Context: an optimization exercise on an open-source flow, tuned for small area. The choices shown serve that exercise and are no tape-out recipe.
In this exercise RTL edits were held to simulation tests only and were not proved equivalent to the original.

==> design.v <==
module HADD(x,y,S,C);
input  x,y;
output  S,C;
assign S= x^y;
assign C=x&y; 
endmodule
module FADD(x,y,cin,sum,cout);  
input   cin,x,y;
output  sum,cout;
wire  w1,w2,w3;
HADD H1(x,y,w1,w2);
HADD H2(w1,cin,sum,w3);
assign cout=w2|w3;
endmodule
module ToEightBitExtender(in_data,sign,out_data);  
input [7:0] in_data;
input  sign;
output reg [7:0] out_data;
integer i;
always @(*) begin
if(in_data[7]==0|in_data[7]==1) out_data=in_data;
   else begin
 casez (in_data)
        8'b1???????: out_data = in_data;                     
        8'b01??????: out_data = {in_data[6:0], 1'b0};        
        8'b001?????: out_data = {in_data[5:0], 2'b0};         
        8'b0001????: out_data = {in_data[4:0], 3'b0};         
        8'b00001???: out_data = {in_data[3:0], 4'b0};        
        8'b000001??: out_data = {in_data[2:0], 5'b0};        
        8'b0000001?: out_data = {in_data[1:0], 6'b0};         
        8'b00000001: out_data = {in_data[0], 7'b0};          
        default: out_data = 8'b0;                             
  endcase
end
if (in_data==8'b0) out_data=out_data;
else if(~sign) out_data=~out_data+1;
end
endmodule
module OperatorPlus(ResNum,InpNum,ResSign,InpSign,res,sign_out);  
input [1:0] InpNum;
input [7:0] ResNum;
input ResSign,InpSign;
output [7:0] res;
output sign_out;
wire cout;
wire [7:0] ToNum1,ToNum2,temp_res;
wire [6:0] c;
ToEightBitExtender v1(ResNum,ResSign,ToNum1);
ToEightBitExtender v2(InpNum,InpSign,ToNum2);
FADD f1(ToNum1[0],ToNum2[0],1'b0,temp_res[0],c[0]);
FADD f2(ToNum1[1],ToNum2[1],c[0],temp_res[1],c[1]);
FADD f3(ToNum1[2],ToNum2[2],c[1],temp_res[2],c[2]);
FADD f4(ToNum1[3],ToNum2[3],c[2],temp_res[3],c[3]);
FADD f5(ToNum1[4],ToNum2[4],c[3],temp_res[4],c[4]); 
FADD f6(ToNum1[5],ToNum2[5],c[4],temp_res[5],c[5]);
FADD f7(ToNum1[6],ToNum2[6],c[5],temp_res[6],c[6]);
FADD f8(ToNum1[7],ToNum2[7],c[6],temp_res[7],cout);
assign {res,sign_out}=(InpSign==1&ResSign==1)? {temp_res,1'b1}:(((InpSign==0&ResSign==1)|(InpSign==1&ResSign==0))&cout==0&InpNum!=2'b0&ResNum!=8'b0)?{~temp_res+1'b1,1'b0} :(((InpSign==0&ResSign==1)|(InpSign==1&ResSign==0))&cout==1&InpNum!=2'b0&ResNum!=8'b0)?{temp_res,1'b1}:(InpSign==0&ResSign==0)? {~temp_res+1'b1,1'b0}:(((InpSign==0&ResSign==1)|(InpSign==1&ResSign==0))&InpNum==2'b0)?((ResSign==0)?{~temp_res+1'b1,1'b0}:{temp_res,1'b1}):(ResNum==8'b0)? ((InpSign==0)?{~temp_res+1'b1,1'b0}:{temp_res,1'b1}) :{8'b0,1'b1}; 
endmodule
module OperatorMinus(ResNum,InpNum,ResSign,InpSign,res,sign_out);
input [1:0] InpNum;
input [7:0] ResNum;
input InpSign,ResSign;
output [7:0] res;
output sign_out;
reg MSign1;
always @(*) begin
    if(ResSign==1&InpSign==1&InpNum==2'b0) MSign1=0;
    else MSign1=InpSign;
end
OperatorPlus p(ResNum,InpNum,ResSign,~MSign1,res,sign_out);
endmodule
module binary_to_bcd (binary_in,units,tens,hundreds);
    input [7:0] binary_in;  
    output reg [3:0] units;  
    output reg [3:0] tens;   
    output reg [3:0] hundreds ;
    reg [19:0] shift_register; 
    integer i;
    always @(*) begin
        shift_register = 20'b0;
        shift_register[7:0] = binary_in; 
        for (i = 0; i < 8; i = i + 1) begin
            if (shift_register[19:16] >= 5)
                shift_register[19:16] = shift_register[19:16] + 3; 
            if (shift_register[15:12] >= 5)
                shift_register[15:12] = shift_register[15:12] + 3; 
            if (shift_register[11:8] >= 5)
                shift_register[11:8] = shift_register[11:8] + 3; 
            shift_register = shift_register << 1;
        end
        hundreds = shift_register[19:16];
        tens = shift_register[15:12];
        units = shift_register[11:8];
    end
endmodule
module OperatorMultiply(a,b,sign1,sign2,p,sign_out);
    input [1:0] a;        
    input [6:0] b;         
    input sign1,sign2;           
    output [7:0] p;       
    output sign_out;
    wire [7:0] ToNum2; 
    wire [7:0] mo, me;
    wire [8:0] c;          
    ToEightBitExtender E2 (
        .in_data(b),
        .sign(1'b1),
        .out_data(ToNum2)
    );
    assign mo = ToNum2 & {8{a[0]}};            
    assign me = (ToNum2 & {8{a[1]}}) << 1;     
    FADD F0 (
        .x(mo[0]),
        .y(me[0]),
        .cin(1'b0),
        .sum(p[0]),
        .cout(c[0])
    );
    genvar i;
    generate
        for (i = 1; i < 8; i = i + 1) begin : FADD_loop
            FADD F1 (
                .x(mo[i]),   
                .y(me[i]),    
                .cin(c[i-1]), 
                .sum(p[i]),      
                .cout(c[i])    
            );
        end
    endgenerate
    assign sign_out = (a==2'b0 | b==7'b0)? (1'b1) : ~(sign1 ^ sign2);
endmodule
module OperatorDivision (
    input [7:0] Num,        
    input [1:0] Den, 
    input NumSign,
    input DenSign,      
    output reg [7:0] Division,
    output reg SignOut,
    output reg ZeroFlag 
);
    reg [8:0] Remainder;    
    reg [15:0] N;
    reg[7:0] TempDem;         
    reg [7:0] Diff;
    integer i;   
    wire [7:0]ToNum; 
    ToEightBitExtender T1(Num,1'b1,ToNum);
    always @(*) begin
        N = {8'b0,ToNum[7:0]};
        TempDem={6'b0,Den[1:0]};     
        SignOut= (Num==7'b0 | Den==2'b0) ? 1'b1 :~(NumSign^DenSign);  
        if (Den == 2'b00) begin
            Division = 8'b0;
            ZeroFlag = 1'b1;
        end else begin
          ZeroFlag = 1'b0; end
            for (i = 7; i >= 0; i = i - 1) begin
             N = N << 1;  
            Diff=N[15:8]-TempDem[7:0];
                if (Diff[7]==1'b1) begin
                    Division[i] = 1'b0; 
                end else begin
                    Division[i] = 1'b1;
                     N[15:8]=Diff; 
                end
            end
    end
endmodule
module Manager (
    input [1:0] num1,  
    input [7:0] num2, 
    input sign1, sign2,
    input  [1:0]operation_select,
    output [7:0] result, 
    output sign_out, 
    output reg ZeroFlag
);
    wire [7:0] add_res, sub_res,mul_res,div_res;
    wire add_sign, sub_sign,mul_sign,div_sign;
    OperatorPlus adder (num2,num1,sign2,sign1,add_res,add_sign);
    OperatorMinus subtractor (num2,num1,sign2,sign1,sub_res,sub_sign);
    OperatorMultiply multiplier (
        .a(num1),
        .b(num2),
        .sign1(sign1),
        .sign2(sign2),
        .p(mul_res),
        .sign_out(mul_sign)
    );
OperatorDivision Div( num2,num1,sign2,sign1,div_res,div_sign);
   always@(*)begin
     if(operation_select==2'b10&num1==0 ) ZeroFlag=1'b1;
    else ZeroFlag=1'b0;
    end
    assign result = (operation_select == 2'b00) ? add_res :
                    (operation_select == 2'b01) ? sub_res : (operation_select == 2'b11)?
                     mul_res : (ZeroFlag==1)? 8'b0 : div_res;
    assign sign_out = (operation_select == 2'b00) ? add_sign :
                      (operation_select == 2'b01) ? sub_sign :
                      (operation_select == 2'b11) ? mul_sign : div_sign;
endmodule
module seven_segment (
    input [3:0] inp,
    output reg [6:0] out 
);
    always @(*) begin
        case (inp)
           4'b0000: out=7'b1000000;
           4'b0001: out=7'b1111001;
           4'b0010: out=7'b0100100;
           4'b0011: out=7'b0110000;
           4'b0100: out=7'b0011001;
           4'b0101: out=7'b0010010;
           4'b0110: out=7'b0000010;
           4'b0111: out=7'b1111000;
           4'b1000: out=7'b0000000;
           4'b1001: out=7'b0010000;
           default: out=7'b1000000;
        endcase
    end
endmodule
module seven_segment_Sign (
    input inp,  
    output reg [6:0] out 
);
    always @(*) begin
        if (inp == 1'b0) out = 7'b0111111;
        else out = 7'b1111111;
    end
endmodule
module seven_segment_controller (
    input [7:0] final_result,   
    input [1:0] current_number, 
    output [6:0] seg1,  
    output [6:0] seg2,  
    output [6:0] seg3,  
    output [6:0] seg4  
);
    wire [3:0] result_units, result_tens, result_hundreds;
    wire [7:0] ToNum;
    reg [3:0] ToInp;
    always @(*)
    begin
        ToInp = {2'b0, current_number};
    end
    ToEightBitExtender T1 (final_result,1'b1,ToNum);
    binary_to_bcd bcd_converter (
        .binary_in(ToNum),
        .units(result_units),
        .tens(result_tens),
        .hundreds(result_hundreds)
    );
    seven_segment display1 (.inp(result_units), .out(seg1));
    seven_segment display2 (.inp(result_tens), .out(seg2));
    seven_segment display3 (.inp(result_hundreds), .out(seg3));
    seven_segment display4 (.inp(ToInp), .out(seg4));
endmodule
module Calculator (
    input clk,
    input rst,
    input [1:0] InpNum,        
    input InpSign,            
    input [1:0] OP,            
    output wire [6:0] InpSeg,  
    output reg [6:0] ResSegUnits,  
    output reg [6:0] ResSegTens,  
    output reg [6:0] ResSegHundreds,
    output wire [6:0]SignSeg,
	 output reg [6:0]ResSignSeg,
    output reg ZeroFlag,
    output reg SignFlag,
    output reg zeroResult
);
    reg[1:0] PreOP;
    reg[7:0] num2;     
    reg sign2;          
    wire[7:0] manager_result; 
    wire manager_sign_out;     
    wire[6:0] UnitSeg,TenSeg,HundSeg; 
    wire Zero_Flag;
	 wire [6:0] Res_Sign_seg;
    integer counter;
    Manager manager_inst (
        .num1(InpNum),
        .num2(num2),
        .sign1(InpSign),
        .sign2(sign2),
        .operation_select(PreOP),
        .result(manager_result),
        .sign_out(manager_sign_out),
        .ZeroFlag(Zero_Flag)
    );
seven_segment_controller ssc (
        .final_result(manager_result),
        .current_number(InpNum),
        .seg1(UnitSeg),
        .seg2(TenSeg),
        .seg3(HundSeg),
        .seg4(InpSeg)
    );
    seven_segment_Sign SS(
        .inp(InpSign),
        .out(SignSeg)
    );
	 seven_segment_Sign CC(
        .inp(manager_sign_out),
        .out(Res_Sign_seg)
    );
   always @(posedge clk) begin
        if(rst) counter <= 0;
        else if(counter==0)begin SignFlag=InpSign;  PreOP=OP; num2=InpNum; sign2=InpSign; counter=counter+1; end
        else if (counter < 4)
        begin           
            ResSegUnits<=UnitSeg;
            ResSegTens<=TenSeg;
            ResSegHundreds<=HundSeg;
            SignFlag<=manager_sign_out;
            num2 <= manager_result;        
            sign2 <= manager_sign_out;  
            PreOP<=OP;   
            ZeroFlag<=Zero_Flag;
				ResSignSeg<=Res_Sign_seg;
            if(num2==8'b0) zeroResult=1; else zeroResult=0;
            counter <= counter + 1;         
        end 
        else if (counter == 4)
        begin
            ResSegUnits<=UnitSeg;
            ResSegTens<=TenSeg;
            ResSegHundreds<=HundSeg;
            SignFlag<=manager_sign_out;
            ZeroFlag<=Zero_Flag;
				ResSignSeg<=Res_Sign_seg;
             if(num2==8'b0) zeroResult=1; else zeroResult=0;
            counter <= counter+1;
        end
   end
endmodule
==> run.sh <==
#!/bin/bash
# synth_recipe.tcl (not shown) runs the flow's synth.tcl, then flattens the netlist and writes it again
# the make line also repeats each setting of config.mk as NAME=value (left out here)
make -C /OpenROAD-flow-scripts/flow DESIGN_CONFIG=/design/flow/config.mk WORK_HOME=/design/flow/orfs CLKGATE_MAP_FILE= SYNTH_SCRIPT=/design/flow/synth_recipe.tcl finish
==> config.mk <==
export PLATFORM = sky130hd
export DESIGN_NAME = Calculator
export DESIGN_NICKNAME = Calculator
export VERILOG_FILES = /design/flow/design.v
export SDC_FILE = /design/flow/constraint.sdc
export NUM_CORES = 4
export LEC_CHECK = 0
export CAP_MARGIN = 20
export CORE_MARGIN = 2
export CORE_UTILIZATION = 40
export SLEW_MARGIN = 20
==> constraint.sdc <==
create_clock -name core_clock -period 20.0 [get_ports {clk}]
set_input_delay 4.0000 -clock core_clock [delete_from_list [all_inputs] [get_ports {clk}]]
set_output_delay 4.0000 -clock core_clock [all_outputs]
set_load 0.01 [all_outputs]
==> run notes <==
[layout make-up]
type	instances	area share
flip-flops and latches	66	0.190
repair buffers	45	0.0492
well taps	265	0.0379
multi-input cells	758	0.654
clock buffers	11	0.0290
clock inverters	5	0.00300
inverters	86	0.0369
[layout by cell type (no fill, tap or decap), types with 19 or more instances in the layout]
master           instances
nor2_1                  96
inv_1                   84
nand2_1                 69
ha_1                    64
o21ai_0                 46
a21oi_1                 43
clkdlybuf4s50_1         37
edfxtp_1                34
dfxtp_1                 32
nor3_1                  31
xor2_1                  25
fa_1                    25
nand3_1                 19
xnor2_1                 19
[per-layer routing]
layer  vias to the layer above  global-route usage  wire length, um
li1                       3440                   -                -
met1                      3339               0.263             9380
met2                       183               0.305             9050
met3                        23              0.0340              990
met4                         0              0.0361              226
met5                         -                   0                0
[registers in the layout, indices dropped and copies added, names as in the netlist]
name and flops:
ResSignSeg 1, ResSegTens 7, ResSegUnits 7, num2 8
SignFlag 1, ZeroFlag 1, sign2 1, ResSegHundreds 5
PreOP 2, counter 32, zeroResult 1
[kinds of logic (layout without fill, tap and decap cells)]
logic type	Yosys count	after routing
and+or+nand+nor	336	336
AOI/OAI and AO/OA	239	239
buffers and inverters	131	147
adders and majority gates	90	90
DFF	66	66
xor gates and xnor gates	44	44
muxes	35	35
other	2	14
[worst paths after layout]
check / startpoint / endpoint / depth (start not counted) / slack [ns]
max: InpNum[1] / ResSegUnits[3] / 52 / 2.46
min: counter[31] / counter[31] / 2 / 0.49
max reg2reg: num2[7] / ResSegUnits[3] / 53 / 6.19
min reg2reg: counter[31] / counter[31] / 2 / 0.49
[per-stage QoR]
stage          setup WS (ns)   util  cell area, sq um  std cells
6_report                2.46  0.449              8740       1236
5_1_grt                 1.36  0.449              8740       1236
4_1_cts                 2.53  0.449              8740       1236
3_5_place_dp            2.24  0.435              8460       1220
3_3_place_gp            2.80  0.435              8460       1220
2_1_floorplan           4.24      -              8000        955
[worst max-delay path: cells and delay by family]
family | cells | cell delay [ns]
buffers and inverters | 6 | 1.40
adders and majority gates | 9 | 2.54
and+or+nand+nor | 13 | 3.38
AOI/OAI and AO/OA | 18 | 4.73
muxes | 6 | 1.54
==> impl_metrics.csv <==
group,metric,value,unit
run_status,status,"no timing/DRC/antenna violations",
clocking,clockBufferDepth,2,
clocking,cts_tree,"yes",
synthesis,yosys.area_share.simple,0.225,
synthesis,synth_xor_area_frac,0.0484,
clocking,numCtsBuffers,9,
synthesis,ys_ff_latch,66,
synthesis,synth_flop_cell,"edfxtp_1",
placed_design,post-dp-hpwl,15000,um
synthesis,synth_top_cell_area_share,0.128,
clocking,holdBufCountCts,0,
final_layout,final_nets,1062,
synthesis,synthArstFlopShare,0,
synthesis,synth_area_leaders,"edfxtp_1 (13%), ha_1 (10%), dfxtp_1 (8.1%), fa_1 (6.3%), nor2_1 (4.5%)",
timing,final.setup_skew,0.0103,ns
drt,avgRoutedWirePerCell,15.9,um
grt,grt_pass1_wl,33000,um
timing,fmax,0.0570,GHz
clocking,clk_pin_slew_worst_paths,0.06,ns
final_layout,fillCellCount,1911,
drt,firstDrtPassIters,5,
clocking,htreeDepth,3,
synthesis,synth_top_area_cell,"edfxtp_1",
placed_design,gp_congestion,0.947,
job,maxCapViolations,0,
final_layout,drive_above_1_share,0.0968,
synthesis,synth_top_family_by_area,"simple AND/OR/NAND/NOR gates",
critical_path,cpPeakStageDelay,0.89,ns
synthesis,synth-compound-area-share,0.223,
final_layout,syn_to_final_growth,9.89,%
drt,routed_wl,19700,um
drt,drc,0,
clocking,cts.sinks,66,
timing,setup_viol,0,
synthesis,synth_mux_area_frac,0.0503,
timing,hold_viol_final,0,
critical_path,path_max_fanout,11,
die,rows,51,
timing,fin_setup_tns,0,ns
critical_path,startpoint_type,"input port",
synthesis,synth_area_per_cell,8.44,sq um
die,start_util,0.409,
critical_path,crit_top_cell,"ha_1",
die,die_x,145,um
grt,grt_overflow,0,
grt,grt_usage,0.188,
grt,grt_pass1_vias,6538,
die,fp.dieH,145,um
drt,route.vias.total,6985,
clocking,clk_latency,0.34,ns
synthesis,synthCells,943,
placed_design,portBuffers,37,
synthesis,yosys.cell_count.top_type,"nor2_1",
drt,ant_nets,0,
die,fp.coreArea,19500,sq um
timing,rsz0062_at_grt,"false",
grt,grt_max_degree,35,
synthesis,yosys_warnings,12,
die,dieArea,21000,sq um
synthesis,ys_top_cells_by_count,"nor2_1 (96), inv_1 (84), nand2_1 (69)",
critical_path,cpMaxStageDelayCell,"clkdlybuf4s50_1",
synthesis,synth_cell_types,117,
timing,fin_crit,17.54,ns
final_layout,antennaDiodeCount,0,
synthesis,synth-edff-count,34,
timing,worst_slew_pin_slew,1.10,ns
critical_path,worstPathArrival,17.62,ns
synthesis,synth_area,7960,sq um
critical_path,path_class,"in2reg",
die,ioPinCount,52,
drt,avgViaCountPerCell,5.65,
drt,drt_iter0_drc,593,
grt,antenna_found_initial,0,
final_layout,multi_input_area,5720,sq um
clocking,cts-root-buf,"clkbuf_16",
critical_path,endpoint_kind,"flop",
timing,finalCritPeriodShare,0.877,
synthesis,synth_fa_ha_area_frac,0.165,
final_layout,regArea,1660,sq um
critical_path,required,20.08,ns
clocking,post_cts_buffers,0,
clocking,cts_resized,0,
timing,timing.hold.ws,0.487,ns
synthesis,ys_seq_area_frac,0.209,
timing,relSlewSlack,0.260,
worst_hold_path,hp-class,"reg2reg",
timing,final_max_slew_viol_count,0,

re-timing with driven ports:
No port has a modelled driver above. Below, the same layout with a new extraction and two added sets of constraints. Step 1 (the two cells are an assumption about what drives the block):
set clk [get_ports {clk}]
set_driving_cell -lib_cell sky130_fd_sc_hd__clkbuf_16 $clk
set_driving_cell -lib_cell sky130_fd_sc_hd__buf_2 [delete_from_list [all_inputs] $clk]
Step 2 times the ports against the registers' clock, not the clock port: input delays grow and output delays shrink by t, the midpoint of the rising clock arrivals with the driver on. Slacks: ideal ports / drivers / drivers and shift; pairs: ideal ports / drivers.
t, ns: 0.372
slack for setup (ns): 2.462 / 2.466 / 2.094
cell pins on the clock port's net: 1
After both steps setup and hold are still met in this run. For this run, drivers alone change the setup slack by +0.004 ns; drivers and shift together by -0.368 ns.
